What follows belongs to an exercise in optimizing a design on an open flow for small area; a production flow would make more cautious choices.
Only simulation tests tie the RTL to the original design; equivalence was not proved.
The clock port is modelled as an ideal driver; clocking choices that lean on that would not hold on a real chip.
Power and IR drop assume default switching activity.

`flow/flow/run.sh`:
```
#!/bin/bash
# The standard layout (standard.sh), with three changes: ports are buffered
# with the smallest buffer, clock tree synthesis inserts no dummy loads, and
# the single constant driver of LED is not split into one tie cell per port.
set -euo pipefail
export BUFFER_PORTS_ARGS="-buffer_cell sky130_fd_sc_hd__buf_1"
export CTS_ARGS="-sink_clustering_enable -repair_clock_nets -buf_list sky130_fd_sc_hd__clkbuf_8 -dont_use_dummy_load"
export SKIP_REPAIR_TIE_FANOUT=1
bash standard.sh > standard.log 2>&1
```
`flow/standard.sh`:
```
#!/bin/bash
# synth_recipe.tcl (not shown) runs the flow's synth.tcl, then flattens the netlist and writes it again
# the make line also repeats each setting of config.mk as NAME=value (left out here)
make -C /OpenROAD-flow-scripts/flow DESIGN_CONFIG=/design/flow/config.mk WORK_HOME=/design/flow/orfs CLKGATE_MAP_FILE= SYNTH_SCRIPT=/design/flow/synth_recipe.tcl "${@:-finish}"
```
`flow/config.mk`:
```
export PLATFORM = sky130hd
export DESIGN_NAME = top_nexys_a7
export DESIGN_NICKNAME = top_nexys_a7
export VERILOG_FILES = /design/flow/design.v
export SDC_FILE = /design/flow/constraint.sdc
export NUM_CORES = 4
export LEC_CHECK = 0
export CAP_MARGIN = 20
export CORE_MARGIN = 2
export CORE_UTILIZATION = 40
export CTS_BUF_LIST = sky130_fd_sc_hd__clkbuf_8
export SLEW_MARGIN = 20
```
`flow/constraint.sdc`:
```
create_clock -name core_clock -period 10.0 [get_ports {clock}]
set_input_delay 2.0000 -clock core_clock [delete_from_list [all_inputs] [get_ports {clock}]]
set_output_delay 2.0000 -clock core_clock [all_outputs]
set_load 0.01 [all_outputs]
```
`flow/design.v`:
```
module edge_detector_s
(
  input clock, reset, din,
  output rising_confirma
);
  localparam [16:0] S1300 = 17'b11101100010001000;   
  reg        m;
  reg        s0;
  reg [16:1] sh;      
  reg        rdy;
  localparam [16:1] INV = 16'b0101010101010101;
  wire [16:0] s = {sh ^ INV, s0};
  wire zero16 = (s[15:0] == 16'd0);
  wire fb     = s[16] ^ s[13] ^ zero16;
  wire last   = s[16] && zero16;                     
  wire rearm  = !din && rdy;
  always @(posedge clock or posedge reset)
    if (reset) begin
      m  <= 1'b0;
      s0 <= 1'b0;
    end else begin
      m  <= m ? !rearm : s0;
      s0 <= m ? (!rearm && fb) : (!s0 && din);
    end
  always @(posedge clock) begin
    sh  <= (m ? s[15:0] : 16'd0) ^ INV;
    rdy <= m && ((s == S1300) || (rdy && !last));
  end
  assign rising_confirma = !m && s0;
endmodule
module dspl_drv_NexysA7
(
  input clock, reset,
  input [2:0] code,           
  output reg [2:0] nxt,       
  output reg [7:0] an,
  output reg [7:0] dec_ddp
);
  localparam [9:0] PH_RESET = 10'b1111100000, PH_ADV = 10'b0000111000;
  reg [9:0] ph;
  reg       shown;
  reg [2:0] sel;
  wire adv = (ph == PH_ADV);
  always @(posedge clock or posedge reset)
    if (reset) begin
      ph    <= PH_RESET;
      nxt   <= 3'd0;
      shown <= 1'b0;
    end else begin
      ph <= {ph[8:0], (ph[9] ^ ph[2]) | adv};
      if (adv) begin
        nxt   <= nxt + 3'd1;
        shown <= 1'b1;
      end
    end
  always @(posedge clock)
    if (adv) sel <= code;
  wire [2:0] cur = nxt - 3'd1;    
  localparam [6:0] G_0 = 7'b0000001, G_1 = 7'b1001111, G_2 = 7'b0010010, G_3 = 7'b0000110,
                   G_4 = 7'b1001100, G_J = 7'b1000111, G_S = 7'b0100100, G_E = 7'b0110000,
                   G_T = 7'b0001111, G_U = 7'b1000001, G_P = 7'b0011000, G_B = 7'b1100000,
                   G_C = 7'b0110001, G_L = 7'b1110001, G_Y = 7'b1000100, G_G = 7'b0100001,
                   G_SP = 7'b1111111, G_DASH = 7'b1111110;
  reg [6:0] seg;
  always @* begin
    if (cur == 3'd7 || cur == 3'd2)
      case (sel)
        3'd0: seg = G_0;
        3'd1: seg = G_1;
        3'd2: seg = G_2;
        3'd3: seg = G_3;
        3'd4: seg = G_4;
        3'd5: seg = G_DASH;
        3'd6: seg = (cur == 3'd7) ? G_B : G_E;
        default: seg = (cur == 3'd7) ? G_J : G_T;
      endcase
    else if (sel == 3'd5) seg = G_DASH;
    else
      case (cur)
        3'd0: case (sel) 3'd0, 3'd1: seg = G_P; 3'd2, 3'd3: seg = G_S; 3'd4: seg = G_C; default: seg = G_E; endcase
        3'd1: case (sel) 3'd0, 3'd1: seg = G_U; 3'd2, 3'd3: seg = G_S; 3'd4: seg = G_SP; default: seg = G_Y; endcase
        3'd3: case (sel) 3'd0, 3'd1: seg = G_E; 3'd2, 3'd3: seg = G_U; 3'd4: seg = G_SP; default: seg = G_S; endcase
        3'd4: case (sel) 3'd0, 3'd1: seg = G_S; 3'd2, 3'd3: seg = G_G; 3'd4: seg = G_SP; default: seg = G_L; endcase
        3'd5: case (sel) 3'd4: seg = G_B; 3'd6, 3'd7: seg = G_L; default: seg = G_SP; endcase
        default: case (sel) 3'd0, 3'd2: seg = G_1; 3'd1, 3'd3: seg = G_2; 3'd4: seg = G_SP; default: seg = G_U; endcase
      endcase
  end
  always @* begin
    an = 8'hFF;
    if (shown) an[cur] = 1'b0;
    dec_ddp = shown ? {seg, 1'b1} : 8'b00000010;
  end
endmodule
module BullsAndCows (
    input clock,
    input reset,
    input confirma_rising,
    input [15:0] SW,
    input [2:0] nxt,             
    output [15:0] led,
    output reg [2:0] code        
);
localparam [3:0] S1  = 4'd0,   
                 S2  = 4'd1,   
                 G   = 4'd2,   
                 WIN = 4'd3,
                 CK1 = 4'd4,   
                 CK2 = 4'd5,
                 CKG = 4'd6,
                 R0  = 4'd8,   
                 R1  = 4'd9,
                 R2  = 4'd10,
                 R3  = 4'd11,
                 R4  = 4'd12;
assign led = 16'b0;
reg [3:0]  st;
reg        p;         
reg [15:0] sec1, sec2, g;
reg crd;       
always @(posedge clock) crd <= confirma_rising;
wire cr = crd;
wire half_diff = (g[3:0] != g[7:4]) && (g[11:8] != g[15:12]) && (g[3:0] != g[11:8]);
reg  diff1;
always @(posedge clock) diff1 <= half_diff;
wire is_diff = diff1 && half_diff;
wire [15:0] sec = p ? sec1 : sec2;
wire [3:0] eq = {g[7:4] == sec[15:12], g[7:4] == sec[11:8],
                 g[7:4] == sec[7:4],   g[7:4] == sec[3:0]};
wire bull = eq[~st[1:0]];
wire cow  = !bull && (eq != 4'd0);
wire inR    = st[3];
wire load   = ((st == S1) || (st == S2) || (st == G)) && !cr;
wire allbull = g[0] && g[4] && g[8] && g[12];
always @(posedge clock or posedge reset)
    if (reset) st <= S1;
    else case (st)
        S1:  if (cr) st <= CK1;
        S2:  if (cr) st <= CK2;
        G:   if (cr) st <= CKG;
        CK1: st <= is_diff ? S2 : S1;
        CK2: st <= is_diff ? G  : S2;
        CKG: st <= is_diff ? R0 : G;
        R0:  st <= R1;
        R1:  st <= R2;
        R2:  st <= R3;
        R3:  st <= R4;
        R4:  if (cr) st <= allbull ? WIN : G;
        WIN: if (cr) st <= S1;
        default: st <= S1;
    endcase
always @(posedge clock) begin
    if (st == CK2) p <= 1'b0;
    else if (st == R4 && cr) p <= !p;
    if (st == S1 && !cr) sec1 <= SW;
    if (st == S2 && !cr) sec2 <= SW;
    if (load) g <= SW;
    else begin
        g <= {g[11:0], g[15:12]};
        if (inR && !st[2]) g[9:8] <= {cow, bull};
    end
end
wire [3:0] done = {st[2] | st[1], st[2] | st[1] | st[0], st[2], st[2] | (st[1] & st[0])} & {4{inR}};
wire [3:0] cnt_bits = (nxt == 3'd7) ? {g[12], g[8], g[4], g[0]} : {g[13], g[9], g[5], g[1]};
wire [3:0] cb = cnt_bits & {done[3], done[2], done[1], done[0]};
wire [2:0] count = cb[0] + cb[1] + cb[2] + cb[3];
wire cpos = (nxt == 3'd7) || (nxt == 3'd2);
always @* begin
    if (inR)                 code = cpos ? count : 3'd4;
    else if (st[2])          code = 3'd5;
    else case (st[1:0])
        2'd3:    code = 3'd6;                                         
        2'd2:    code = (nxt == 3'd7) ? 3'd7 : cpos ? 3'd6 : {2'b01, p};  
        default: code = cpos ? 3'd7 : {2'b00, st[0]};                 
    endcase
end
endmodule
module top_nexys_a7 (
    input clock,
    input reset,
    input confirma,
    input logic[15:0] SW,
    output logic[15:0] LED,
    output logic [7:0] AN,
    output logic [7:0] DIGIT
);
logic confirma_rising;
logic [2:0] code;
logic [2:0] nxt;
dspl_drv_NexysA7 display(
    .clock(clock),
    .reset(reset),
    .code(code),
    .nxt(nxt),
    .an(AN),
    .dec_ddp(DIGIT)
);
BullsAndCows game(
    .clock(clock),
    .reset(reset),
    .confirma_rising(confirma_rising),
    .SW(SW),
    .nxt(nxt),
    .led(LED),
    .code(code)
);
edge_detector_s borda(
    .clock(clock),
    .reset(reset),
    .din(confirma),
    .rising_confirma(confirma_rising)
);
endmodule
```
==> metrics.md, run 1 <==
| Metric | Value |
|---|---|
| CTS buffer count | `9` |
| WL/cell | `about 15 um` |
| Final slew viol count | `0` |
| Metal3 WL | `391 um` |
| Routed Antenna Nets | `0` |
| Clock tree buffer depth | `2` |
| Via count | `3219` |
| Clock-pin slew of the registers on the worst-case setup and hold paths | `around 80 ps` |
| Status | `complete, no violations` |
| Gr ovfl total | `0` |
| Count of different cell masters after synthesis | `60` |
| Top cells by area, synth | `edfxtp_1 23%, dfxtp_1 15%, dfrtp_1 8.0%` |
| Top-area cell type share of the netlist area | `between 20% and 30%` |
| Die H | `about 110 um` |
| Final Hold Viols | `0` |
| CP Data Required Time | `~8000 ps` |
| Cts-stage hold buffer count | `0` |
| Post-route setup TNS | `0 ps` |
| Worst min path class | `reg2reg` |
| Static leakage | `approximately 1.9 nW` |
| GRT Util Overall | `roughly 15%` |
| H-tree depth | `3` |
| Worst slack at placement | `5140 ps` |
| First-pass DRT Iterations | `4` |
| Final instance area | `between 4000 and 5000 sq um` |
| Synthesized Nets | `between 400 and 500` |
| First-pass GRT wire length | `approximately 15000 um` |
| Share of layout cells above drive strength 1 | `under 10%` |
| Starting Density | `40.9%` |
| Max-Cap Viols | `0` |
| GPL Wtd Cong | `approximately 0.84` |
| Yosys warns | `3` |
| Die W | `between 100 and 150 um` |
| Synthesis-to-layout area growth | `4.34%` |
| Core area | `around 11000 sq um` |
| RSZ-0062 raised after global routing | `no` |
| Worst slew pin tran | `roughly 1100 ps` |
| DR vias/cell | `5.44` |
| NumNets Final | `just under 500` |
| Starting DRT DRC Count | `roughly 280` |
| Largest net degree at the start of global routing | `26` |
| I/O Buffers | `34` |
| Largest fanout on the critical path | `14` |
| CP Capture Type | `primary output` |
| Final worst slack | `roughly 4700 ps` |
| Ports | `between 50 and 60` |
| Fmax | `0.190 GHz` |
| Rel. slew slack | `~25%` |
| Worst skew pair latency | `between 300 and 400 ps` |
| Layout Skew | `~17 ps` |
| Post_cts resized | `0` |
| Post-synth EDFFs | `35` |
| VDD IR max | `approximately 0.12 mV` |
| Most frequent cell after synthesis | `nand2_1` |
| Number of synthesized register bits | `91` |
| Initial antenna violation count | `0` |
| Vias in the first global route | `3128` |
| Arr. time, crit path | `roughly 3300 ps` |
| Synth Flop Type | `dfxtp_1` |
| Post-synthesis cell count | `450` |
| M1 wire length | `4350 um` |
| Synth top cells by count | `44 x nand2_1, 36 x dfxtp_1, 35 x edfxtp_1, 27 x xor2_1, 25 x a21oi_1` |
| Post-synthesis sequential area ratio | `between 40% and 50%` |
| Met2 routed WL | `~4200 um` |
| Fraction of registers with async set/reset | `between 20% and 30%` |
| CTS root buffer | `clkbuf_8` |
| CTS sink cnt | `between 90 and 100` |
| Num rows | `39` |
| Total length of routed wires | `around 9000 um` |
| Top Metal Used | `met4` |
| Setup repair bufs after CTS | `0` |
| Final setup violation count | `0` |
| TritonCTS clock tree | `yes` |
| Synth area leader | `edfxtp_1` |
| Synth Cell Area | `4670 sq um` |
| Startpoint type of the worst setup path | `flop` |
| Remaining DRCs | `0` |
| Cell Area, Placed | `roughly 4700 sq um` |
| Fillers | `~1100` |
| Crit Path Class | `reg2out` |
| Post-synthesis average cell area | `around 10 sq um` |
| Dpl hpwl | `about 6400 um` |
| Final Cycle Share | `between 50% and 60%` |
| Die ar. | `12600 sq um` |
| Fin crit period | `~5300 ps` |
| PD cells | `245 nW/um^2` |
| Diode count | `0` |
==> path summary, 6_finish.rpt <==
path                       slack (ps)  cells past startpoint           start             end
max                              4750                     11  display.nxt[0]        DIGIT[4]
min                               370                      0   display.ph[5]   display.ph[6]
max reg2reg                      7090                      9  display.nxt[0]  display.sel[1]
min reg2reg                       370                      0   display.ph[5]   display.ph[6]
max in group asynchronous        7810                      2           reset  display.nxt[2]
min in group asynchronous        1720                      2           reset   display.ph[2]
==> area by class of cell <==
cell class / instances / area [sq um] / share of cell area (%)
clock buffers: 9 / 124 / 2.54
repair buffers: 37 / 150 / 3.08
inverters: 11 / 41.3 / 0.847
multi-input cells: 301 / 2100 / 43.1
well taps: 143 / 179 / 3.67
flip-flops and latches: 91 / 2280 / 46.8
==> logic make-up (layout without fill, tap and decap cells) <==
logic type / count (synthesis) / in the layout / share of synthesized area [%]
other cells: 1 / 1 / 0.0803
fa+ha+maj: 13 / 13 / 3.64
compound gates: 81 / 81 / 11.7
simple gates: 134 / 134 / 14.3
mux: 38 / 38 / 8.57
flops: 91 / 91 / 48.8
buf+inv: 58 / 57 / 6.40
xor+xnor: 34 / 34 / 6.54
==> flip-flops by register name, indices dropped and copies added (netlist names) <==
signal	count
borda.m	1
borda.rdy	1
borda.s0	1
borda.sh	16
display.nxt	3
display.ph	10
display.sel	3
display.shown	1
game.crd	1
game.diff1	1
game.g	16
game.p	1
game.sec1	16
game.sec2	16
game.st	4
==> layout by cell type, fill, tap and decap left out, drive strengths merged, types with 4 or more instances in the layout <==
cell,netlist,layout
a21oi,26,26
a31oi,5,5
buf,27,37
clkbuf,20,9
dfrtp,15,15
dfstp,5,5
dfxtp,36,36
edfxtp,35,35
ha,12,12
inv,10,10
mux2,16,16
mux2i,22,22
nand2,44,44
nand2b,4,4
nand3,13,13
nand4,9,9
nor2,16,16
nor2b,18,18
nor3,13,13
nor4,6,6
o21ai,15,15
o22ai,5,5
o31ai,4,4
xnor2,6,6
xor2,28,28
==> metrics by stage <==
stage	total power, W	utilization [%]	std cells	hold slack [ps]
floorplan	0.000918	-	450	346
global placement	0.00101	41.6	583	354
detailed placement	0.00102	41.6	583	358
CTS	0.00121	42.7	592	373
global route	0.00128	42.7	592	380
finish	0.00119	42.7	592	372
==> critical path, cell delays in order (launching register included) <==
cell and delay (ps):
dfrtp_1 450, inv_1 170, ha_1 210, xor2_2 320
inv_2 190, ha_1 340, a211oi_1 240, buf_4 230
a21oi_1 80, a2111oi_0 420, nor3b_1 90, buf_1 140
==> report_power, final <==
part           switching (W)  leakage, nW  internal (W)
sequential          0.000128        0.878      0.000515
combinational       0.000179        0.926      0.000180
clock               0.000111       0.0647     0.0000806
total               0.000419         1.87      0.000776
==> layer usage <==
| metal | vias up | track usage, % |
|---|---|---|
| met5 | - | 0 |
| met4 | 0 | 5.69 |
| met3 | 15 | 2.92 |
| met2 | 70 | 23.5 |
| met1 | 1559 | 20.9 |
| li1 | 1575 | - |
==> inputs of run 2 (changes only) <==
==> flow/flow/run.sh (replaced) <==
#!/bin/bash
# The standard layout (standard.sh), with these changes: ports are buffered
# with the smallest buffer; the clock tree is built from small buffers with
# no dummy loads, and flow/cts_pre.tcl then upsizes the clock buffers whose
# loads see too large a slew; the single constant driver of LED is not split
# into one tie cell per port.
set -euo pipefail
export BUFFER_PORTS_ARGS="-buffer_cell sky130_fd_sc_hd__buf_1"
export CTS_ARGS="-sink_clustering_enable -repair_clock_nets -buf_list sky130_fd_sc_hd__clkbuf_4 -dont_use_dummy_load"
export PRE_CTS_TCL="$(pwd)/flow/cts_pre.tcl"
export CLK_SLEW_LIMIT_NS=0.110 CLK_UPSIZE=sky130_fd_sc_hd__clkbuf_8
export SKIP_REPAIR_TIE_FANOUT=1
bash standard.sh > standard.log 2>&1
==> flow/flow/cts_pre.tcl (new file) <==
# Clock tree: clock_tree_synthesis builds the tree from small buffers
# (CTS_ARGS), then each clock buffer whose loads see a slew above
# CLK_SLEW_LIMIT_NS (placement estimate) is upsized to CLK_UPSIZE, the
# largest slews first, until none is left above the limit.
rename clock_tree_synthesis orig_clock_tree_synthesis
proc clock_tree_synthesis {args} {
  orig_clock_tree_synthesis {*}$args
  set limit $::env(CLK_SLEW_LIMIT_NS)
  set big $::env(CLK_UPSIZE)
  set_propagated_clock [all_clocks]
  for {set round 0} {$round < 20} {incr round} {
    estimate_parasitics -placement
    set worst 0; set worst_buf ""
    foreach b [get_cells -filter "ref_name =~ sky130_fd_sc_hd__clkbuf_*"] {
      if {[get_property $b ref_name] eq $big} { continue }
      set net [get_nets -of_objects [get_pins -of_objects $b -filter "direction == output"]]
      set w 0
      foreach p [get_pins -of_objects $net -filter "direction == input"] {
        foreach e {rise fall} { set s [get_property $p slew_max_$e]; if {$s > $w} { set w $s } }
      }
      if {$w > $limit && $w > $worst} { set worst $w; set worst_buf $b }
    }
    if {$worst_buf eq ""} { break }
    puts "clock buffer [get_full_name $worst_buf]: load slew $worst ns, upsized to $big"
    replace_cell $worst_buf $big
  }
}
--- a/flow/config.mk
+++ b/flow/config.mk
@@ -7,6 +7,6 @@
 export LEC_CHECK = 0
 export CAP_MARGIN = 20
 export CORE_MARGIN = 2
-export CORE_UTILIZATION = 40
-export CTS_BUF_LIST = sky130_fd_sc_hd__clkbuf_8
+export CORE_UTILIZATION = 80
+export PLACE_DENSITY = 0.9
 export SLEW_MARGIN = 20
==> run 2 against run 1 <==
Compared with the run above: sequential power up 1%; non-clock buffer count up 1; still clean on timing, DRC and antenna; flip-flop and latch count unchanged; clock power down 14%; routed wire length up 0.68%; count of clock-buffer cells in the layout unchanged; cell count down 12%; synthesized cell count unchanged; first-iteration DRC count down 7.6%.
==> metrics.md, run 2 <==
| Metric | Value |
|---|---|
| Status | `complete, no violations` |
| Number of synthesized register bits | `91 (unchanged)` |
| Layout Skew | `35.4 ps (+18.4 ps)` |
| Setup repair bufs after CTS | `0 (unchanged)` |
| Worst slew pin tran | `1070 ps (-54.9 ps)` |
| Synthesis-to-layout area growth | `2.01%` |
| First-pass GRT wire length | `15200 um (+0.18%)` |
| DR vias/cell | `6.39 (+18%)` |
| Top Metal Used | `met4` |
| Met2 routed WL | `4540 um (+7.4%)` |
| Ports | `51 (unchanged)` |
| Total length of routed wires | `9180 um (+0.68%)` |
| Largest net degree at the start of global routing | `26 (unchanged)` |
| Fillers | `315 (-72%)` |
| Fmax | `0.190 GHz (-0.23%)` |
| Fin cells | `522 (-12%)` |
| M1 wire length | `3910 um (-10%)` |
| Vias in the first global route | `3162 (+1.1%)` |
| Crit Path Class | `reg2out` |
| VDD IR max | `0.231 mV (+100%)` |
| Die H | `80.4 um (-28%)` |
| CTS sink cnt | `91 (unchanged)` |
| Static leakage | `1.86 nW (-0.32%)` |
| Synth top cells by count | `44 x nand2_1, 36 x dfxtp_1, 35 x edfxtp_1, 27 x xor2_1, 25 x a21oi_1` |
| GRT Util Overall | `31.3% (+16 points)` |
| Via count | `3337 (+3.7%)` |
| CP Capture Type | `primary output` |
| Post-synthesis average cell area | `10.4 sq um (unchanged)` |
| CP cell instances | `inv_1 -> ha_1 -> xor2_2 -> inv_2 -> ha_1 -> a211oi_1 -> buf_4 -> a21oi_1 -> a2111oi_0 -> nor3b_1 -> buf_1` |
| Final Hold Viols | `0 (unchanged)` |
| Synth area leader | `edfxtp_1` |
| Worst skew pair latency | `360 ps (about the same)` |
| CP Data Required Time | `8000 ps (about the same)` |
| Clock-pin slew of the registers on the worst-case setup and hold paths | `100 ps (+20 ps)` |
| CP bufs+invs | `4 (unchanged)` |
| Most frequent cell after synthesis | `nand2_1` |
| Core area | `5570 sq um (-51%)` |
| Dpl hpwl | `6540 um (+2.7%)` |
| Metal3 WL | `593 um (+52%)` |
| Synthesized Nets | `482 (unchanged)` |
| NumNets Final | `484 (+0.21%)` |
| First-pass DRT Iterations | `5 (+1)` |
| Final slew viol count | `0 (unchanged)` |
| CTS buffer count | `9 (unchanged)` |
| Post-synthesis sequential area ratio | `48.8% (unchanged)` |
| Commonest non-fill, non-tap cell in the layout | `nand2_1` |
| Arr. time, crit path | `3260 ps (about the same)` |
| Fin crit period | `5260 ps (+11.9 ps)` |
| Post-route setup TNS | `0 ps (unchanged)` |
| RSZ-0062 raised after global routing | `no` |
| Post-synth EDFFs | `35 (unchanged)` |
| Startpoint type of the worst setup path | `flop` |
| Routed Antenna Nets | `0 (unchanged)` |
| Top cells by area, synth | `edfxtp_1 23%, dfxtp_1 15%, dfrtp_1 8.0%` |
| Die W | `80.4 um (-28%)` |
| Diode count | `0 (unchanged)` |
| Num rows | `27 (-31%)` |
| Top Family by Delay on Critical Path | `compound AO/OA/AOI/OAI gates` |
| Synth Flop Type | `dfxtp_1` |
| Rel. slew slack | `28.4% (+3.7 points)` |
| Placed Cells | `513 (-12%)` |
| WL/cell | `17.6 um (+14%)` |
| TritonCTS clock tree | `yes` |
| Final instance area | `4760 sq um (-2.2%)` |
| Share of layout cells above drive strength 1 | `9.56% (-0.021 points)` |
| Largest fanout on the critical path | `14 (unchanged)` |
| Max-Cap Viols | `0 (unchanged)` |
| Gr ovfl total | `0 (unchanged)` |
| Starting Density | `83.8% (+43 points)` |
| Post_cts resized | `0 (unchanged)` |
| Cell Area, Placed | `4670 sq um (-1.8%)` |
| Final Cycle Share | `52.6% (+0.12 points)` |
| Top-area cell type share of the netlist area | `22.5% (unchanged)` |
| Initial antenna violation count | `0 (unchanged)` |
| Delay of the slowest critical-path stage | `470 ps (+20 ps)` |
| Cts-stage hold buffer count | `0 (unchanged)` |
| GPL Wtd Cong | `0.901 (+7.0%)` |
| Slowest CP cell | `a2111oi_0` |
| Most frequent CP cell | `ha_1` |
| Worst min path class | `reg2reg` |
| Yosys warns | `3 (unchanged)` |
| Remaining DRCs | `0 (unchanged)` |
| Final setup violation count | `0 (unchanged)` |
| Leading cell types in the layout, fill and taps excluded | `44 x nand2_1, 36 x dfxtp_1, 35 x edfxtp_1` |
| Fraction of registers with async set/reset | `22.0% (unchanged)` |
| Synth Cell Area | `4670 sq um (unchanged)` |
| Starting DRT DRC Count | `257 (-7.6%)` |
| I/O Buffers | `34 (unchanged)` |
| Post-synthesis cell count | `450 (unchanged)` |
| PD cells | `250 nW/um^2 (+2.1%)` |
| Die ar. | `6470 sq um (-49%)` |
| Count of different cell masters after synthesis | `60 (unchanged)` |
[run 2: metrics by stage]
| step | total power, W | utilization (%) | hold WS [ps] | setup WS (ps) |
|---|---|---|---|---|
| after global placement | 0.000992 | 83.7 | 355 | 5190 |
| after detailed placement | 0.00102 | 83.7 | 357 | 5120 |
| final | 0.00119 | 85.5 | 351 | 4740 |
| after CTS | 0.00119 | 85.5 | 351 | 4710 |
| after global routing | 0.00126 | 85.5 | 355 | 4490 |
| after floorplan | 0.000918 | - | 346 | 5130 |
[run 2: report_power, final]
part           total, W  leakage (nW)  switching [W]  internal [W]
Combinational  0.000376         0.930       0.000193      0.000184
Clock          0.000165        0.0544       0.000101     0.0000638
Sequential     0.000651         0.878       0.000137      0.000514
Total           0.00119          1.86       0.000431      0.000762
[run 2: cell families after synthesis]
kind of cell / Yosys count / share of synthesized area, %
and+or+nand+nor: 134 / 14.3
DFF: 91 / 48.8
AOI/OAI and AO/OA: 81 / 11.7
buffers and inverters: 58 / 6.40
muxes: 38 / 8.57
xor gates and xnor gates: 34 / 6.54
adders and majority gates: 13 / 3.64
other: 1 / 0.0803
[run 2: per-layer routing]
layer,up-vias,GRT usage [%]
li1,1592,-
met1,1588,40.5
met2,139,52.3
met3,18,7.98
met4,0,9.32
met5,-,0
[run 2: final timing paths]
| kind | from | endpoint | slack (ps) | cells after the start |
|---|---|---|---|---|
| setup reg to reg | display.nxt[0] | display.sel[2] | 7020 | 9 |
| min in group asynchronous | reset | game.st[1] | 1690 | 2 |
| setup / recovery | display.nxt[0] | DIGIT[4] | 4740 | 11 |
| hold reg to reg | display.ph[6] | display.ph[7] | 350 | 0 |
| hold / removal | display.ph[6] | display.ph[7] | 350 | 0 |
| max in group asynchronous | reset | borda.s0 | 7840 | 2 |
[run 2: cell type report]
cell class	count	area, sq um	area share, %
Clock buffer	9	98.8	2.07
Inverter	11	41.3	0.867
Multi-Input combinational cell	301	2100	44.0
Sequential cell	91	2280	47.8
Tap cell	72	90.1	1.89
Timing Repair Buffer	38	158	3.31
==> inputs of run 3 (changes only) <==
--- a/flow/config.mk
+++ b/flow/config.mk
@@ -7,6 +7,5 @@
 export LEC_CHECK = 0
 export CAP_MARGIN = 20
 export CORE_MARGIN = 2
-export CORE_UTILIZATION = 80
-export PLACE_DENSITY = 0.9
+export CORE_UTILIZATION = 40
 export SLEW_MARGIN = 20
==> run 3 against run 2 <==
Compared with the run above: sequential power shrank 0.9%; flip-flop and latch count unchanged; die area increased by 94%; hold slack improved by 18 ps; combinational power is 4% lower; synthesized area unchanged; routed wire length fell by 0.33%; via count is 2.8% lower; utilization down 43 points; power fell by 1.3%; global-route usage decreased by 16 points; critical path depth stayed put.
==> metrics.md, run 3 <==
| Metric | Value |
|---|---|
| Die H | `112 um (+39%)` |
| Final Hold Viols | `0 (unchanged)` |
| Core area | `11400 sq um (+100%)` |
| P_sw | `0.000419 W (-2.8%)` |
| Gr ovfl total | `0 (unchanged)` |
| Max-Cap Viols | `0 (unchanged)` |
| First-pass DRT Iterations | `4 (-1)` |
| Remaining DRCs | `0 (unchanged)` |
| Synth area leader | `edfxtp_1` |
| Clock-pin slew of the registers on the worst-case setup and hold paths | `100 ps (about the same)` |
| Synth top cells by count | `44 x nand2_1, 36 x dfxtp_1, 35 x edfxtp_1, 27 x xor2_1, 25 x a21oi_1` |
| Number of synthesized register bits | `91 (unchanged)` |
| P_int | `0.000758 W (-0.43%)` |
| Count of different cell masters after synthesis | `60 (unchanged)` |
| Worst slew pin tran | `1110 ps (+39.6 ps)` |
| Post-synthesis sequential area ratio | `48.8% (unchanged)` |
| Switching Share | `35.6% (-0.56 points)` |
| PD cells | `243 nW/um^2 (-3.0%)` |
| Post-synthesis cell count | `450 (unchanged)` |
| Post-synth EDFFs | `35 (unchanged)` |
| Starting DRT DRC Count | `267 (+3.9%)` |
| Fin crit period | `5230 ps (-29.2 ps)` |
| Dpl hpwl | `6370 um (-2.6%)` |
| Cell Area, Placed | `4750 sq um (+1.8%)` |
| Final setup violation count | `0 (unchanged)` |
| Worst slack at placement | `5140 ps (+20.6 ps)` |
| Static leakage | `1.86 nW (-0.23%)` |
| DR vias/cell | `5.48 (-14%)` |
| Starting Density | `40.9% (-43 points)` |
| Ports | `51 (unchanged)` |
| Fmax | `0.191 GHz (+0.56%)` |
| Final core occ | `42.5% (-43 points)` |
| Die ar. | `12600 sq um (+94%)` |
| R2R setup slack | `7130 ps (+110 ps)` |
| Num rows | `39 (+44%)` |
| GPL Wtd Cong | `0.842 (-6.6%)` |
| Final worst slack | `4770 ps (+29.2 ps)` |
| FF-to-FF Start | `display.nxt[0]` |
| Cts-stage hold buffer count | `0 (unchanged)` |
| Post_cts resized | `0 (unchanged)` |
| Routed Antenna Nets | `0 (unchanged)` |
| Combinational group share of total power | `30.6% (-1.0 points)` |
| Status | `complete, no violations` |
| VDD IR max | `0.116 mV (-50%)` |
| I/O Buffers | `34 (unchanged)` |
| Clock power frac | `14.6% (+0.7 points)` |
| CP Capture Type | `primary output` |
| Rel. slew slack | `25.8% (-2.6 points)` |
| Diode count | `0 (unchanged)` |
| CP Data Required Time | `8000 ps (about the same)` |
| Via count | `3243 (-2.8%)` |
| Startpoint type of the worst setup path | `flop` |
| Synthesis-to-layout area growth | `3.80%` |
| Crit Path Class | `reg2out` |
| Total length of routed wires | `9150 um (-0.33%)` |
| Synth Cell Area | `4670 sq um (unchanged)` |
| Worst min path class | `reg2reg` |
| Worst reg-to-reg path cell count | `9 (unchanged)` |
| First-pass GRT wire length | `15200 um (-0.27%)` |
| Synth Flop Type | `dfxtp_1` |
| R2R Path End | `display.sel[1]` |
| TritonCTS clock tree | `yes` |
| Die W | `112 um (+39%)` |
| WL/cell | `15.5 um (-12%)` |
| Fraction of registers with async set/reset | `22.0% (unchanged)` |
| RSZ-0062 raised after global routing | `no` |
| Share of layout cells above drive strength 1 | `9.58% (+0.021 points)` |
| CTS sink cnt | `91 (unchanged)` |
| Leading cell types in the layout, fill and taps excluded | `44 x nand2_1, 36 x dfxtp_1, 35 x edfxtp_1` |
| Most frequent cell after synthesis | `nand2_1` |
| Power share of the sequential group | `54.8% (+0.2 points)` |
| Final slew viol count | `0 (unchanged)` |
| Top cells by area, synth | `edfxtp_1 23%, dfxtp_1 15%, dfrtp_1 8.0%` |
| Largest net degree at the start of global routing | `26 (unchanged)` |
| Worst setup path endpoint | `DIGIT[4]` |
| Yosys warns | `3 (unchanged)` |
| Largest fanout on the critical path | `14 (unchanged)` |
| CTS buffer count | `9 (unchanged)` |
| Final instance area | `4850 sq um (+1.8%)` |
| Top-area cell type share of the netlist area | `22.5% (unchanged)` |
| Post-route setup TNS | `0 ps (unchanged)` |
| NumNets Final | `483 (-0.21%)` |
| Worst skew pair latency | `370 ps (about the same)` |
| Layout Skew | `33.4 ps (-2.02 ps)` |
| Vias in the first global route | `3128 (-1.1%)` |
| Synthesized Nets | `482 (unchanged)` |
| Setup repair bufs after CTS | `0 (unchanged)` |
| Arr. time, crit path | `3230 ps (-30 ps)` |
| Crit path from | `display.nxt[1]` |
| Post-synthesis average cell area | `10.4 sq um (unchanged)` |
| Initial antenna violation count | `0 (unchanged)` |
| GRT Util Overall | `15.0% (-16 points)` |
| Commonest non-fill, non-tap cell in the layout | `nand2_1` |
| Final Cycle Share | `52.3% (-0.29 points)` |
## run 3: changes by cell type in the layout (fill, tap and decap cells not counted), sizes merged
cell / before / now
buf: 38 / 37
## run 3: power groups by stage
stage	Combinational (W)	Clock [W]	Sequential, W
floorplan	0.000348	0	0.000570
global placement	0.000357	0	0.000649
detailed placement	0.000362	0	0.000653
CTS	0.000364	0.000179	0.000645
global route	0.000401	0.000194	0.000664
finish	0.000360	0.000172	0.000645
## run 3: layer usage
metal  vias to the layer above  wire, um  global-route usage, %
met5                         -         0                      0
met4                         0       165                   5.69
met2                        78      4160                   23.5
met1                      1568      4440                   20.9
met3                        17       389                   2.75
li1                       1580         -                      -
## run 3: cells by family after synthesis
group                      count (synthesis)  share of synthesized area [%]
AOI/OAI and AO/OA                         81                           11.7
adders and majority gates                 13                           3.64
other                                      1                         0.0803
xor gates and xnor gates                  34                           6.54
and+or+nand+nor                          134                           14.3
buffers and inverters                     58                           6.40
DFF                                       91                           48.8
muxes                                     38                           8.57
## run 3: layout make-up
| cell class | instances | area (sq um) |
|---|---|---|
| Timing Repair Buffer | 37 | 150 |
| Inverter | 11 | 41.3 |
| Clock buffer | 9 | 98.8 |
| Tap cell | 143 | 179 |
| Multi-Input combinational cell | 301 | 2100 |
| Fill cell | 1126 | 6570 |
| Sequential cell | 91 | 2280 |
## run 3: critical path, cell delays in order, from the launching register on
cell	delay (ps)
dfrtp_1	420
inv_1	160
ha_1	220
xor2_2	320
inv_2	180
ha_1	350
a211oi_1	250
buf_4	240
a21oi_1	80
a2111oi_0	420
nor3b_1	90
buf_1	140
## run 3: how the worst min path moves through the flow
stage | cells past startpoint | to | slack (ps) | startpoint
finish | 1 | borda.sh[3] | 370 | borda.sh[2]
floorplan | 0 | display.ph[4] | 350 | display.ph[3]
global placement | 0 | display.ph[4] | 350 | display.ph[3]
CTS | 1 | borda.sh[3] | 360 | borda.sh[2]
detailed placement | 0 | display.ph[8] | 360 | display.ph[7]
global route | 0 | display.ph[8] | 380 | display.ph[7]
## run 3: stage by stage
| stage | hold WS (ps) | cells | power [W] |
|---|---|---|---|
| floorplan | 346 | 450 | 0.000918 |
| global placement | 354 | 583 | 0.00101 |
| detailed placement | 358 | 583 | 0.00102 |
| CTS | 365 | 592 | 0.00119 |
| global route | 380 | 592 | 0.00126 |
| finish | 369 | 592 | 0.00118 |
==> inputs of run 4 (changes only) <==
--- a/flow/design.v
+++ b/flow/design.v
@@ -56,35 +56,15 @@
   always @(posedge clock)
     if (adv) sel <= code;
   wire [2:0] cur = nxt - 3'd1;    
-  localparam [6:0] G_0 = 7'b0000001, G_1 = 7'b1001111, G_2 = 7'b0010010, G_3 = 7'b0000110,
-                   G_4 = 7'b1001100, G_J = 7'b1000111, G_S = 7'b0100100, G_E = 7'b0110000,
-                   G_T = 7'b0001111, G_U = 7'b1000001, G_P = 7'b0011000, G_B = 7'b1100000,
-                   G_C = 7'b0110001, G_L = 7'b1110001, G_Y = 7'b1000100, G_G = 7'b0100001,
-                   G_SP = 7'b1111111, G_DASH = 7'b1111110;
-  reg [6:0] seg;
-  always @* begin
-    if (cur == 3'd7 || cur == 3'd2)
-      case (sel)
-        3'd0: seg = G_0;
-        3'd1: seg = G_1;
-        3'd2: seg = G_2;
-        3'd3: seg = G_3;
-        3'd4: seg = G_4;
-        3'd5: seg = G_DASH;
-        3'd6: seg = (cur == 3'd7) ? G_B : G_E;
-        default: seg = (cur == 3'd7) ? G_J : G_T;
-      endcase
-    else if (sel == 3'd5) seg = G_DASH;
-    else
-      case (cur)
-        3'd0: case (sel) 3'd0, 3'd1: seg = G_P; 3'd2, 3'd3: seg = G_S; 3'd4: seg = G_C; default: seg = G_E; endcase
-        3'd1: case (sel) 3'd0, 3'd1: seg = G_U; 3'd2, 3'd3: seg = G_S; 3'd4: seg = G_SP; default: seg = G_Y; endcase
-        3'd3: case (sel) 3'd0, 3'd1: seg = G_E; 3'd2, 3'd3: seg = G_U; 3'd4: seg = G_SP; default: seg = G_S; endcase
-        3'd4: case (sel) 3'd0, 3'd1: seg = G_S; 3'd2, 3'd3: seg = G_G; 3'd4: seg = G_SP; default: seg = G_L; endcase
-        3'd5: case (sel) 3'd4: seg = G_B; 3'd6, 3'd7: seg = G_L; default: seg = G_SP; endcase
-        default: case (sel) 3'd0, 3'd2: seg = G_1; 3'd1, 3'd3: seg = G_2; 3'd4: seg = G_SP; default: seg = G_U; endcase
-      endcase
-  end
+  wire [5:0] x = {cur, sel};
+  wire [6:0] seg;
+  assign seg[6] = (x[0] & !x[1]) | (x[2] & x[5]) | (!x[2] & x[3] & !x[4]) | (!x[1] & !x[3] & x[5]) | (!x[1] & x[2] & x[4]) | (!x[0] & x[2] & x[3]);
+  assign seg[5] = (x[0] & x[2]) | (!x[4] & x[5]) | (!x[0] & !x[3] & !x[4]) | (!x[2] & x[3] & x[4] & !x[5]) | (x[0] & !x[1] & !x[4]);
+  assign seg[4] = (x[0] & x[2] & !x[3]) | (x[0] & !x[1] & x[2]) | (!x[0] & x[1] & !x[2] & x[4]) | (!x[1] & !x[4] & x[5]) | (x[1] & !x[3] & !x[4] & !x[5]) | (x[0] & !x[1] & x[3] & !x[5]);
+  assign seg[3] = (x[0] & !x[1]) | (x[2] & !x[3] & x[5]) | (!x[1] & x[2] & x[3]) | (!x[0] & x[2] & !x[3] & x[4]) | (x[0] & !x[2] & !x[3] & !x[4] & !x[5]);
+  assign seg[2] = (x[0] & !x[1]) | (!x[1] & x[2]) | (x[0] & x[3] & !x[5]) | (x[0] & !x[3] & x[5]) | (x[0] & !x[2] & x[4]) | (!x[0] & x[2] & x[5]) | (!x[0] & x[2] & !x[3]);
+  assign seg[1] = (x[0] & !x[1]) | (!x[0] & x[1] & x[4] & x[5]) | (x[2] & !x[3] & x[5]) | (x[0] & !x[2] & x[4]) | (!x[0] & x[1] & !x[3] & x[4]) | (!x[1] & x[2] & x[3] & !x[4]);
+  assign seg[0] = (!x[1] & !x[2]) | (!x[0] & x[1] & x[2]) | (!x[0] & !x[4] & x[5]) | (x[1] & x[2] & !x[3] & !x[4]) | (x[1] & x[2] & !x[3] & x[5]);
   always @* begin
     an = 8'hFF;
     if (shown) an[cur] = 1'b0;
@@ -164,15 +144,13 @@
 wire [3:0] cb = cnt_bits & {done[3], done[2], done[1], done[0]};
 wire [2:0] count = cb[0] + cb[1] + cb[2] + cb[3];
 wire cpos = (nxt == 3'd7) || (nxt == 3'd2);
-always @* begin
-    if (inR)                 code = cpos ? count : 3'd4;
-    else if (st[2])          code = 3'd5;
-    else case (st[1:0])
-        2'd3:    code = 3'd6;                                         
-        2'd2:    code = (nxt == 3'd7) ? 3'd7 : cpos ? 3'd6 : {2'b01, p};  
-        default: code = cpos ? 3'd7 : {2'b00, st[0]};                 
-    endcase
-end
+wire [2:0] mode = inR ? 3'd4 : st[2] ? 3'd5 : (st[1:0] == 2'd3) ? 3'd6 : st[1] ? {2'b01, p} : {2'b00, st[0]};
+wire [5:0] y = {nxt, mode};
+wire [2:0] mcode;
+assign mcode[0] = (!y[1] & y[2]) | (!y[1] & !y[3] & !y[4]) | (y[1] & y[3] & !y[4] & !y[5]) | (y[1] & !y[3] & y[4] & !y[5]) | (y[2] & y[3] & y[4]);
+assign mcode[1] = (!y[2] & y[4]) | (!y[0] & !y[1] & !y[3]) | (y[1] & y[3] & !y[5]) | (!y[2] & !y[3] & y[5]) | (y[1] & y[2] & !y[5]) | (!y[1] & !y[2] & !y[3]) | (y[1] & y[3] & y[4]) | (!y[0] & !y[1] & y[2] & y[5]);
+assign mcode[2] = (y[0] & y[2]) | (y[1] & !y[2] & y[3]) | (!y[1] & y[3] & y[5]) | (!y[3] & y[4] & !y[5]) | (!y[1] & y[2] & !y[3]) | (y[1] & !y[2] & !y[5]) | (y[1] & y[3] & y[4]) | (!y[0] & !y[2] & y[4] & y[5]);
+always @* code = (inR && cpos) ? count : mcode;
 endmodule
 module top_nexys_a7 (
     input clock,
--- a/flow/flow/run.sh
+++ b/flow/flow/run.sh
@@ -8,6 +8,6 @@
 export BUFFER_PORTS_ARGS="-buffer_cell sky130_fd_sc_hd__buf_1"
 export CTS_ARGS="-sink_clustering_enable -repair_clock_nets -buf_list sky130_fd_sc_hd__clkbuf_4 -dont_use_dummy_load"
 export PRE_CTS_TCL="$(pwd)/flow/cts_pre.tcl"
-export CLK_SLEW_LIMIT_NS=0.110 CLK_UPSIZE=sky130_fd_sc_hd__clkbuf_8
+export CLK_SLEW_LIMIT_NS=0.120 CLK_UPSIZE=sky130_fd_sc_hd__clkbuf_8
 export SKIP_REPAIR_TIE_FANOUT=1
 bash standard.sh > standard.log 2>&1
--- a/flow/config.mk
+++ b/flow/config.mk
@@ -5,7 +5,7 @@
 export SDC_FILE = /design/flow/constraint.sdc
 export NUM_CORES = 4
 export LEC_CHECK = 0
-export CAP_MARGIN = 20
+export CAP_MARGIN = 0
 export CORE_MARGIN = 2
 export CORE_UTILIZATION = 40
-export SLEW_MARGIN = 20
+export SLEW_MARGIN = 0
==> run 4 against run 3 <==
Compared with the run above: via count fell by 10%; largest cell class unchanged; sequential share of layout area up 2.4 points; cell area is 4.8% lower; hold slack worse by 4.7 ps; clock power is 5% lower; flip-flop and latch count did not move; critical path type unchanged; count of clock-buffer cells in the layout unchanged.
==> metrics.md, run 4 <==
| Metric | Value |
|---|---|
| Gr ovfl total | `0 (unchanged)` |
| Rel. slew slack | `26.7% (+0.92 points)` |
| GRT Util Overall | `14.6% (-0.39 points)` |
| Yosys warns | `3 (unchanged)` |
| Starting Density | `41.2% (+0.28 points)` |
| Most frequent cell after synthesis | `nand2_1` |
| CP Capture Type | `primary output` |
| Max-Cap Viols | `0 (unchanged)` |
| Post-synth EDFFs | `35 (unchanged)` |
| Clock-pin slew of the registers on the worst-case setup and hold paths | `110 ps (about the same)` |
| Synthesized Nets | `446 (-7.5%)` |
| Top-area cell type share of the netlist area | `23.4% (+0.94 points)` |
| VDD IR max | `0.148 mV (+28%)` |
| TritonCTS clock tree | `yes` |
| Remaining DRCs | `0 (unchanged)` |
| Diode count | `0 (unchanged)` |
| WL/cell | `14.8 um (-4.5%)` |
| Count of different cell masters after synthesis | `58 (-3.3%)` |
| CTS sink cnt | `91 (unchanged)` |
| Largest fanout on the critical path | `20 (+6)` |
| Status | `complete, no violations` |
| Final Cycle Share | `51.5% (-0.84 points)` |
| Post-route setup TNS | `0 ps (unchanged)` |
| Final core occ | `42.4% (-0.080 points)` |
| Fin crit period | `5150 ps (-84.5 ps)` |
| Top cells by area, synth | `edfxtp_1 23%, dfxtp_1 16%, dfrtp_1 8.4%` |
| Worst min path class | `reg2reg` |
| Via count | `2919 (-10%)` |
| Die H | `110 um (-1.9%)` |
| Share of layout cells above drive strength 1 | `9.13% (-0.44 points)` |
| Dpl hpwl | `5620 um (-12%)` |
| Crit Path Class | `reg2out` |
| NumNets Final | `447 (-7.5%)` |
| Die W | `110 um (-1.9%)` |
| Synth top cells by count | `44 x nand2_1, 36 x dfxtp_1, 35 x edfxtp_1, 28 x xor2_1` |
| Fraction of registers with async set/reset | `22.0% (unchanged)` |
| Worst skew pair latency | `360 ps (about the same)` |
| R2R setup slack | `6850 ps (-280 ps)` |
| GPL Wtd Cong | `0.778 (-7.6%)` |
| Commonest non-fill, non-tap cell in the layout | `nand2_1` |
| Post-synthesis sequential area ratio | `50.8% (+2.0 points)` |
| I/O Buffers | `34 (unchanged)` |
| Layout Skew | `30.3 ps (-3.07 ps)` |
| Total length of routed wires | `8210 um (-10%)` |
| Arr. time, crit path | `3150 ps (-80 ps)` |
| Synth Cell Area | `4480 sq um (-4.0%)` |
| Num rows | `38 (-2.6%)` |
| First-pass GRT wire length | `13600 um (-10%)` |
| Cts-stage hold buffer count | `0 (unchanged)` |
| Ports | `51 (unchanged)` |
| Post-synthesis cell count | `417 (-7.3%)` |
| RSZ-0062 raised after global routing | `no` |
| Final Hold Viols | `0 (unchanged)` |
| Final slew viol count | `0 (unchanged)` |
| Vias in the first global route | `2791 (-11%)` |
| CTS buffer count | `9 (unchanged)` |
| Setup repair bufs after CTS | `0 (unchanged)` |
| Die ar. | `12100 sq um (-3.9%)` |
| Routed Antenna Nets | `0 (unchanged)` |
| Leading cell types in the layout, fill and taps excluded | `44 x nand2_1, 36 x dfxtp_1, 35 x edfxtp_1` |
| Number of synthesized register bits | `91 (unchanged)` |
| Initial antenna violation count | `0 (unchanged)` |
| Synthesis-to-layout area growth | `2.90%` |
| Startpoint type of the worst setup path | `flop` |
| Synth area leader | `edfxtp_1` |
| Synth Flop Type | `dfxtp_1` |
| DR vias/cell | `5.25 (-4.2%)` |
| Static leakage | `1.76 nW (-5.2%)` |
| Starting DRT DRC Count | `330 (+24%)` |
| Largest net degree at the start of global routing | `26 (unchanged)` |
| PD cells | `257 nW/um^2 (+5.7%)` |
| Post_cts resized | `0 (unchanged)` |
| Total power | `0.00118 W (+0.62%)` |
| Fmax | `0.194 GHz (+1.6%)` |
| First-pass DRT Iterations | `4 (unchanged)` |
| Worst slew pin tran | `1100 ps (-13.8 ps)` |
| Post-synthesis average cell area | `10.8 sq um (+3.6%)` |
| Final setup violation count | `0 (unchanged)` |
| CP Data Required Time | `8000 ps (about the same)` |
| Core area | `10900 sq um (-4.6%)` |
==> run 4: final cells by class <==
class                      count  area (sq um)
fill                        1029          6270
sequential                    91          2280
multi-input combinational    268          1880
tap                          140           175
timing repair buffer          35           135
clock buffer                   9          92.6
inverter                      13          48.8
==> run 4: logic make-up (layout without fill, tap and decap cells) <==
group           Yosys count  count (layout)  synth area share [%]
flops                    91              91                  50.8
simple gates            118             118                  12.9
compound gates           67              67                  10.4
buf+inv                  58              57                  7.34
mux                      36              36                  8.48
other cells               1               1                0.0836
fa+ha+maj                10              10                  2.96
xor+xnor                 36              36                  7.03
==> run 4: worst max-delay path, cell delays in order (launching register included) <==
cell and delay, ps:
dfrtp_1 770, inv_1 320, ha_1 320, xor2_1 610
nor2_1 150, o21ai_0 180, a21oi_1 80, a211oi_1 190
nor2_1 60, buf_1 130
==> run 4: layer usage <==
| layer | global-route usage (%) | wire [um] | vias up |
|---|---|---|---|
| met5 | 0 | 0 | - |
| met3 | 2.96 | 363 | 11 |
| li1 | - | - | 1454 |
| met1 | 19.3 | 3920 | 1394 |
| met2 | 23.5 | 3790 | 60 |
| met4 | 5.52 | 136 | 0 |
==> run 4: path summary, 6_finish.rpt <==
path                                     start             end  cells past startpoint
max in group asynchronous                reset   display.ph[4]                      2
worst min-delay path             display.ph[0]   display.ph[1]                      0
worst max register to register  display.nxt[0]  display.sel[1]                     11
worst max-delay path            display.nxt[0]        DIGIT[5]                      9
min in group asynchronous                reset      game.st[1]                      2
worst min register to register   display.ph[0]   display.ph[1]                      0
==> run 4: where the power goes <==
group	total, W	internal [W]	switching, W
combinational	0.000379	0.000187	0.000192
clock	0.000163	0.0000596	0.000104
sequential	0.000642	0.000514	0.000128
total	0.00118	0.000761	0.000424
==> run 4: through the flow <==
| step | worst slack (ps) | cell area [sq um] | hold WS [ps] | instances |
|---|---|---|---|---|
| floorplan | 6040 | 4480 | 346 | 417 |
| global placement | 5390 | 4520 | 354 | 547 |
| detailed placement | 5260 | 4520 | 357 | 547 |
| CTS | 4880 | 4610 | 366 | 556 |
| global route | 4530 | 4610 | 375 | 556 |
| finish | 4850 | 4610 | 364 | 556 |
==> inputs of run 5 (changes only) <==
--- a/flow/config.mk
+++ b/flow/config.mk
@@ -5,7 +5,7 @@
 export SDC_FILE = /design/flow/constraint.sdc
 export NUM_CORES = 4
 export LEC_CHECK = 0
-export CAP_MARGIN = 0
+export CAP_MARGIN = 20
 export CORE_MARGIN = 2
 export CORE_UTILIZATION = 40
-export SLEW_MARGIN = 0
+export SLEW_MARGIN = 20
==> run 5 against run 4 <==
Compared with the run above: hold slack better by 2.1 ps; power down 0.13%; combinational power about the same; non-clock buffer count unchanged; global-route usage unchanged; register-to-register slack about the same; critical path depth unchanged; first-iteration DRC count down 6.1%; still clean on timing, DRC and antenna; clock power about the same; count of clock-buffer cells in the layout unchanged; flip-flop and latch count unchanged.
==> metrics.md, run 5 <==
| Metric | Value |
|---|---|
| Share of layout cells above drive strength 1 | `9.38% (+0.24 points)` |
| Post_cts resized | `0 (unchanged)` |
| Die W | `110 um (unchanged)` |
| TritonCTS clock tree | `yes` |
| Post-synthesis cell count | `417 (unchanged)` |
| Count of different cell masters after synthesis | `58 (unchanged)` |
| Largest fanout on the critical path | `20 (unchanged)` |
| Rel. slew slack | `40.1% (+13 points)` |
| Final Hold Viols | `0 (unchanged)` |
| Fmax | `0.194 GHz (-0.22%)` |
| CP cell instances | `inv_1 -> ha_1 -> xor2_1 -> nor2_1 -> o21ai_0 -> a21oi_1 -> a211oi_1 -> nor2_1 -> buf_1` |
| Synth top cells by count | `44 x nand2_1, 36 x dfxtp_1, 35 x edfxtp_1, 28 x xor2_1` |
| P_int | `0.000760 W (about the same)` |
| Switching Share | `35.7% (about the same)` |
| Total length of routed wires | `8210 um (about the same)` |
| FF-to-FF Start | `display.nxt[0]` |
| VDD IR max | `0.148 mV (about the same)` |
| Diode count | `0 (unchanged)` |
| Worst skew pair latency | `360 ps (about the same)` |
| Final slew viol count | `0 (unchanged)` |
| First-pass GRT wire length | `13600 um (unchanged)` |
| Top Family by Delay on Critical Path | `flip-flops` |
| Num rows | `38 (unchanged)` |
| Fraction of registers with async set/reset | `22.0% (unchanged)` |
| Post-route setup TNS | `0 ps (unchanged)` |
| Die ar. | `12100 sq um (unchanged)` |
| Dpl hpwl | `5620 um (unchanged)` |
| R2R Path End | `display.sel[1]` |
| Post-synthesis sequential area ratio | `50.8% (unchanged)` |
| Top cells by area, synth | `edfxtp_1 23%, dfxtp_1 16%, dfrtp_1 8.4%` |
| Synthesized Nets | `446 (unchanged)` |
| Gr ovfl total | `0 (unchanged)` |
| NumNets Final | `447 (unchanged)` |
| RSZ-0062 raised after global routing | `no` |
| Vias in the first global route | `2791 (unchanged)` |
| Routed Antenna Nets | `0 (unchanged)` |
| Synth Area in Compound Gates | `10.4% (unchanged)` |
| Final Cycle Share | `51.6% (+0.11 points)` |
| Die H | `110 um (unchanged)` |
| DR vias/cell | `5.26 (+0.24%)` |
| I/O Buffers | `34 (unchanged)` |
| R2R setup slack | `6840 ps (about the same)` |
| Max-Cap Viols | `0 (unchanged)` |
| Initial antenna violation count | `0 (unchanged)` |
| Cts-stage hold buffer count | `0 (unchanged)` |
| Largest net degree at the start of global routing | `26 (unchanged)` |
| Synth Cell Area | `4480 sq um (unchanged)` |
| CP Capture Type | `primary output` |
| Setup repair bufs after CTS | `0 (unchanged)` |
| Synth Flop Type | `dfxtp_1` |
| Static leakage | `1.76 nW (about the same)` |
| Starting DRT DRC Count | `310 (-6.1%)` |
| Startpoint type of the worst setup path | `flop` |
| Crit Path Class | `reg2out` |
| Final setup violation count | `0 (unchanged)` |
| Worst slack at placement | `5260 ps (unchanged)` |
| Core area | `10900 sq um (unchanged)` |
| Delay of the slowest critical-path stage | `780 ps (about the same)` |
| Slowest CP cell | `dfrtp_1` |
| Most frequent CP cell | `nor2_1` |
| Status | `complete, no violations` |
| CP bufs+invs | `2 (unchanged)` |
| Synth area leader | `edfxtp_1` |
| Placed Cells | `547 (unchanged)` |
| Final core occ | `42.4% (about the same)` |
| GPL Wtd Cong | `0.778 (unchanged)` |
| Yosys warns | `3 (unchanged)` |
| Clock power frac | `13.7% (about the same)` |
| Hold path depth | `0 (unchanged)` |
| Remaining DRCs | `0 (unchanged)` |
| Worst slew pin tran | `898 ps (-200 ps)` |
| P_sw | `0.000423 W (-0.19%)` |
| CTS buffer count | `9 (unchanged)` |
| WL/cell | `14.8 um (about the same)` |
| Combinational group share of total power | `32.0% (about the same)` |
| CP Data Required Time | `8000 ps (about the same)` |
| Fin crit period | `5160 ps (+11.2 ps)` |
| Ports | `51 (unchanged)` |
| PD cells | `256 nW/um^2 (-0.15%)` |
| Post-synthesis average cell area | `10.8 sq um (unchanged)` |
| Starting Density | `41.2% (unchanged)` |
| Hold Path End | `display.ph[1]` |
| Most frequent cell after synthesis | `nand2_1` |
| Post-synthesis mux area share | `8.48% (unchanged)` |
| Top-area cell type share of the netlist area | `23.4% (unchanged)` |
| Synth Area in XOR/XNOR | `7.03% (unchanged)` |
| Synthesis-to-layout area growth | `2.93% (about the same)` |
| Worst reg-to-reg path cell count | `11 (unchanged)` |
| Metal3 WL | `417 um (+15%)` |
| Post-synth EDFFs | `35 (unchanged)` |
| Largest family of logic cells by synthesized area | `simple AND/OR/NAND/NOR gates` |
| Post-Synth Adder-Cell Area | `2.96% (unchanged)` |
| Top Metal Used | `met4` |
| Hold wc startpoint | `display.ph[0]` |
| Worst min path class | `reg2reg` |
| Arr. time, crit path | `3160 ps (about the same)` |
| Leading cell types in the layout, fill and taps excluded | `44 x nand2_1, 35 x dfxtp_1, 35 x edfxtp_1` |
| Commonest non-fill, non-tap cell in the layout | `nand2_1` |
| M1 wire length | `3880 um (-1.2%)` |
| Layout Skew | `30.3 ps (-0.0413 ps)` |
| Power share of the sequential group | `54.3% (about the same)` |
| GRT Util Overall | `14.6% (unchanged)` |
| Clock-pin slew of the registers on the worst-case setup and hold paths | `100 ps (about the same)` |
| Number of synthesized register bits | `91 (unchanged)` |
| Final worst slack | `4840 ps (-11.2 ps)` |
| Simple-gate share of the synthesized area | `12.9% (unchanged)` |
| Fin cells | `556 (unchanged)` |
| Met2 routed WL | `3780 um (about the same)` |
| First-pass DRT Iterations | `4 (unchanged)` |
| Via count | `2926 (+0.24%)` |
| CTS sink cnt | `91 (unchanged)` |
## run 5: power by group through the flow
stage | sequential [W] | clock [W] | combinational (W)
after floorplan | 0.000568 | 0 | 0.000385
after global placement | 0.000648 | 0 | 0.000378
after detailed placement | 0.000650 | 0 | 0.000380
after CTS | 0.000642 | 0.000170 | 0.000382
after global routing | 0.000662 | 0.000185 | 0.000423
final | 0.000642 | 0.000163 | 0.000378
## run 5: worst max path at each step
stage	end	slack [ps]	startpoint	cells past startpoint
after floorplan	DIGIT[3]	6040	display.nxt[0]	9
after global routing	DIGIT[5]	4530	display.nxt[0]	9
final	DIGIT[5]	4840	display.nxt[0]	9
after CTS	DIGIT[5]	4880	display.nxt[0]	9
after global placement	DIGIT[5]	5390	display.nxt[0]	9
after detailed placement	DIGIT[5]	5260	display.nxt[0]	9
## run 5: routing by layer
metal / vias to the layer above / GRT usage, %
met4: 0 / 5.52
met3: 11 / 2.96
met5: - / 0
li1: 1455 / -
met1: 1390 / 19.3
met2: 70 / 23.5
## run 5: layout make-up
| cell class | instances | area, sq um |
|---|---|---|
| fillers | 1032 | 6270 |
| repair buffers | 35 | 135 |
| inverters | 13 | 48.8 |
| multi-input cells | 268 | 1880 |
| flip-flops and latches | 91 | 2280 |
| clock buffers | 9 | 92.6 |
| well taps | 140 | 175 |
## run 5: cells by family (layout without fill, tap and decap cells)
family,count (synthesis),in the layout
AND/OR/NAND/NOR,118,118
flip-flops,91,91
multiplexers,36,36
other,1,1
buffers and inverters,58,57
adder cells (fa/ha/maj),10,10
AO/OA/AOI/OAI,67,67
XOR/XNOR,36,36
## run 5: per-stage QoR
step / hold WS, ps / total power (W) / cell area [sq um]
floorplan: 346 / 0.000953 / 4480
global placement: 354 / 0.00103 / 4520
detailed placement: 357 / 0.00103 / 4520
CTS: 366 / 0.00119 / 4610
global route: 375 / 0.00127 / 4620
finish: 366 / 0.00118 / 4620
==> inputs of run 6 (changes only) <==
--- a/flow/flow/run.sh
+++ b/flow/flow/run.sh
@@ -10,4 +10,5 @@
 export PRE_CTS_TCL="$(pwd)/flow/cts_pre.tcl"
 export CLK_SLEW_LIMIT_NS=0.120 CLK_UPSIZE=sky130_fd_sc_hd__clkbuf_8
 export SKIP_REPAIR_TIE_FANOUT=1
+export PRE_GLOBAL_PLACE_TCL="$(pwd)/flow/downsize.tcl"
 bash standard.sh > standard.log 2>&1
==> flow/flow/downsize.tcl (new file) <==
# Before global placement: put every upsized combinational cell that
# synthesis left (drive _2 and up) back to its drive-1 version (drive 0
# where there is no drive 1); placement's repair then upsizes what needs it.
set n 0
foreach inst [get_cells *] {
  set ref [get_property $inst ref_name]
  if {![regexp {^(sky130_fd_sc_hd__[a-z0-9]+)_([0-9]+)$} $ref -> base size]} { continue }
  if {$size <= 1} { continue }
  if {[regexp {__(df|edf|sdf|sedf|dl|clk|conb|tap|fill|decap)} $base]} { continue }
  foreach s {1 0} {
    set lc [get_lib_cells -quiet */${base}_$s]
    if {[llength $lc] && ![get_property [lindex $lc 0] dont_use]} {
      replace_cell $inst [lindex $lc 0]
      incr n
      break
    }
  }
}
puts "downsize.tcl: $n cells set back to drive 1"
--- a/flow/config.mk
+++ b/flow/config.mk
@@ -5,7 +5,7 @@
 export SDC_FILE = /design/flow/constraint.sdc
 export NUM_CORES = 4
 export LEC_CHECK = 0
-export CAP_MARGIN = 20
+export CAP_MARGIN = 0
 export CORE_MARGIN = 2
 export CORE_UTILIZATION = 40
-export SLEW_MARGIN = 20
+export SLEW_MARGIN = 0
==> run 6 against run 5 <==
Compared with the run above: cell count is 0.18% higher; still clean; register-to-register slack better by 40 ps; worst setup slack better by 24 ps; largest power group unchanged; synthesized area stayed put.
==> metrics.md, run 6 <==
| Metric | Value |
|---|---|
| Yosys warns | `3 (unchanged)` |
| Final instance area | `4610 sq um (-0.14%)` |
| Post-synthesis sequential area ratio | `50.8% (unchanged)` |
| Fin crit period | `5140 ps (-23.7 ps)` |
| Clock power frac | `14.4% (+0.7 points)` |
| CP Data Required Time | `8000 ps (about the same)` |
| Synth top cells by count | `44 x nand2_1, 36 x dfxtp_1, 35 x edfxtp_1, 28 x xor2_1` |
| Synthesis-to-layout area growth | `2.79%` |
| Core area | `10900 sq um (unchanged)` |
| Fmax | `0.195 GHz (+0.46%)` |
| Initial antenna violation count | `0 (unchanged)` |
| Vias in the first global route | `2877 (+3.1%)` |
| Crit Path Class | `reg2out` |
| First-pass DRT Iterations | `4 (unchanged)` |
| Placed Cells | `548 (+0.18%)` |
| Via count | `2956 (+1.0%)` |
| CP Capture Type | `primary output` |
| Largest net degree at the start of global routing | `26 (unchanged)` |
| Switching Share | `36.1% (+0.31 points)` |
| Fraction of registers with async set/reset | `22.0% (unchanged)` |
| P_sw | `0.000425 W (+0.52%)` |
| Routed Antenna Nets | `0 (unchanged)` |
| Startpoint type of the worst setup path | `flop` |
| Fillers | `1040 (+0.78%)` |
| Final slew viol count | `0 (unchanged)` |
| WL/cell | `14.8 um (about the same)` |
| Die W | `110 um (unchanged)` |
| Share of layout cells above drive strength 1 | `4.32% (-5.1 points)` |
| Leading cell types in the layout, fill and taps excluded | `44 x nand2_1, 36 x dfxtp_1, 35 x edfxtp_1` |
| Synth area leader | `edfxtp_1` |
| Layout Skew | `30.9 ps (+0.636 ps)` |
| GPL Wtd Cong | `0.793 (+2.0%)` |
| PD cells | `256 nW/um^2 (-0.19%)` |
| Post-synth EDFFs | `35 (unchanged)` |
| Num rows | `38 (unchanged)` |
| I/O Buffers | `34 (unchanged)` |
| Diode count | `0 (unchanged)` |
| Status | `complete, no violations` |
| Total length of routed wires | `8220 um (about the same)` |
| RSZ-0062 raised after global routing | `no` |
| Top-area cell type share of the netlist area | `23.4% (unchanged)` |
| Setup repair bufs after CTS | `0 (unchanged)` |
| Most frequent cell after synthesis | `nand2_1` |
| Worst min path class | `reg2reg` |
| Final Cycle Share | `51.4% (-0.24 points)` |
| TritonCTS clock tree | `yes` |
| Cts-stage hold buffer count | `0 (unchanged)` |
| Ports | `51 (unchanged)` |
| Synthesized Nets | `446 (unchanged)` |
| WHS | `367 ps (+0.799 ps)` |
| Dpl hpwl | `5740 um (+2.0%)` |
| Die H | `110 um (unchanged)` |
| VDD IR max | `0.155 mV (+4.9%)` |
| GRT Util Overall | `14.8% (+0.19 points)` |
| NumNets Final | `448 (+0.22%)` |
| Sequential Area | `2280 sq um (about the same)` |
| Clock-pin slew of the registers on the worst-case setup and hold paths | `100 ps (about the same)` |
| Post-synthesis cell count | `417 (unchanged)` |
| Starting Density | `41.2% (unchanged)` |
| DR vias/cell | `5.31 (+0.84%)` |
| Combinational group share of total power | `31.6% (-0.4 points)` |
| Commonest non-fill, non-tap cell in the layout | `nand2_1` |
| Gr ovfl total | `0 (unchanged)` |
| Number of synthesized register bits | `91 (unchanged)` |
| Post-route setup TNS | `0 ps (unchanged)` |
| CTS buffer count | `9 (unchanged)` |
| Final Hold Viols | `0 (unchanged)` |
| Arr. time, crit path | `3140 ps (-20 ps)` |
| Synth Flop Type | `dfxtp_1` |
| Count of different cell masters after synthesis | `58 (unchanged)` |
| Cell Area, Placed | `4510 sq um (-0.25%)` |
| Fin cells | `557 (+0.18%)` |
| Top cells by area, synth | `edfxtp_1 23%, dfxtp_1 16%, dfrtp_1 8.4%` |
| Synth Cell Area | `4480 sq um (unchanged)` |
| Rel. slew slack | `28.7% (-11 points)` |
| CTS sink cnt | `91 (unchanged)` |
| Final setup violation count | `0 (unchanged)` |
| First-pass GRT wire length | `13800 um (+1.6%)` |
| Starting DRT DRC Count | `447 (+44%)` |
| Post-synthesis average cell area | `10.8 sq um (unchanged)` |
| Worst slew pin tran | `1070 ps (+170 ps)` |
| P_int | `0.000754 W (-0.80%)` |
| Worst skew pair latency | `360 ps (about the same)` |
| Die ar. | `12100 sq um (unchanged)` |
| Static leakage | `1.77 nW (+0.22%)` |
| Post_cts resized | `0 (unchanged)` |
| Largest fanout on the critical path | `20 (unchanged)` |
| Remaining DRCs | `0 (unchanged)` |
| Multi-input gate area | `1870 sq um (-1.0%)` |
| Max-Cap Viols | `0 (unchanged)` |
| Power share of the sequential group | `54.0% (-0.3 points)` |
run 6: logic make-up after synthesis:
kind of cell / Yosys count / share of synthesized area (%)
other: 1 / 0.0836
flip-flops: 91 / 50.8
buffers and inverters: 58 / 7.34
adder cells (fa/ha/maj): 10 / 2.96
AO/OA/AOI/OAI: 67 / 10.4
AND/OR/NAND/NOR: 118 / 12.9
multiplexers: 36 / 8.48
XOR/XNOR: 36 / 7.03
run 6: final cells by class:
class / count / share of cell area [%]
Tap cell: 140 / 3.80
Clock buffer: 9 / 2.14
Sequential cell: 91 / 49.4
Multi-Input combinational cell: 268 / 40.5
Inverter: 13 / 1.06
Timing Repair Buffer: 36 / 3.09
run 6: power groups by stage:
stage / Combinational (W) / Sequential (W) / Clock [W]
finish: 0.000372 / 0.000636 / 0.000170
global route: 0.000419 / 0.000658 / 0.000191
CTS: 0.000376 / 0.000639 / 0.000178
detailed placement: 0.000374 / 0.000647 / 0
global placement: 0.000366 / 0.000645 / 0
floorplan: 0.000385 / 0.000568 / 0
run 6: final timing paths:
kind	startpoint	endpoint	slack, ps	cells past startpoint
hold / removal	display.ph[7]	display.ph[8]	370	0
min in group asynchronous	reset	game.st[1]	1720	2
setup reg to reg	display.nxt[0]	display.sel[1]	6880	11
max in group asynchronous	reset	borda.m	7790	2
setup / recovery	display.nxt[0]	DIGIT[5]	4860	9
hold reg to reg	display.ph[7]	display.ph[8]	370	0
run 6: metal layers:
metal	GRT usage [%]	vias up	share of wire (%)
met4	5.97	0	1.6
met1	19.7	1431	47
met3	2.96	8	4.5
met5	0	-	0
li1	-	1454	-
met2	23.5	63	47
run 6: stage by stage:
step / worst slack [ps] / power (W) / util (%)
after floorplan: 6040 / 0.000953 / -
after global placement: 5390 / 0.00101 / 41.4
after detailed placement: 5290 / 0.00102 / 41.4
after CTS: 4870 / 0.00119 / 42.3
after global routing: 4520 / 0.00127 / 42.3
final: 4860 / 0.00118 / 42.3
run 6: critical path, cell delays in order (launching register included):
cell and delay, ps:
dfrtp_1 750, inv_1 320, ha_1 310, xor2_1 610, nor2_1 140, o21ai_0 190
a21oi_1 90, a211oi_1 180, nor2_1 60, buf_1 130

[re-timing with driven ports]
Ports are ideal in the flow. The routed layouts listed here were re-timed in OpenROAD.
Step 1: set_driving_cell puts a clkbuf_16 on clock and a buf_2 on each other input, an assumption about the parent block.
Step 2 moves the port delays by t, midway between the first and last clock arrival at a register: inputs arrive t later, outputs are due t later. That takes back most of the time a late clock gives input paths.
Slacks: ideal / step 1 / step 2; pairs: ideal / step 1.
run | shift t [ns] | slack for setup (ns) | worst setup path after step 2 | slew at the worst register clock pin (ns) | cell pins on the clock port's net
run 1 | 0.386 | 4.748 / 4.719 / 5.105 | register to output | 0.08 / 0.08 | 1
run 2 | 0.377 | 4.736 / 4.706 / 5.082 | register to output | 0.11 / 0.11 | 1
run 3 | 0.380 | 4.766 / 4.736 / 5.116 | register to output | 0.11 / 0.11 | 1
run 4 | 0.372 | 4.850 / 4.821 / 5.193 | register to output | 0.11 / 0.11 | 1
run 5 | 0.371 | 4.839 / 4.810 / 5.181 | register to output | 0.11 / 0.11 | 1
run 6 | 0.377 | 4.863 / 4.828 / 5.205 | register to output | 0.11 / 0.11 | 1
After both steps every run listed still meets setup and hold.
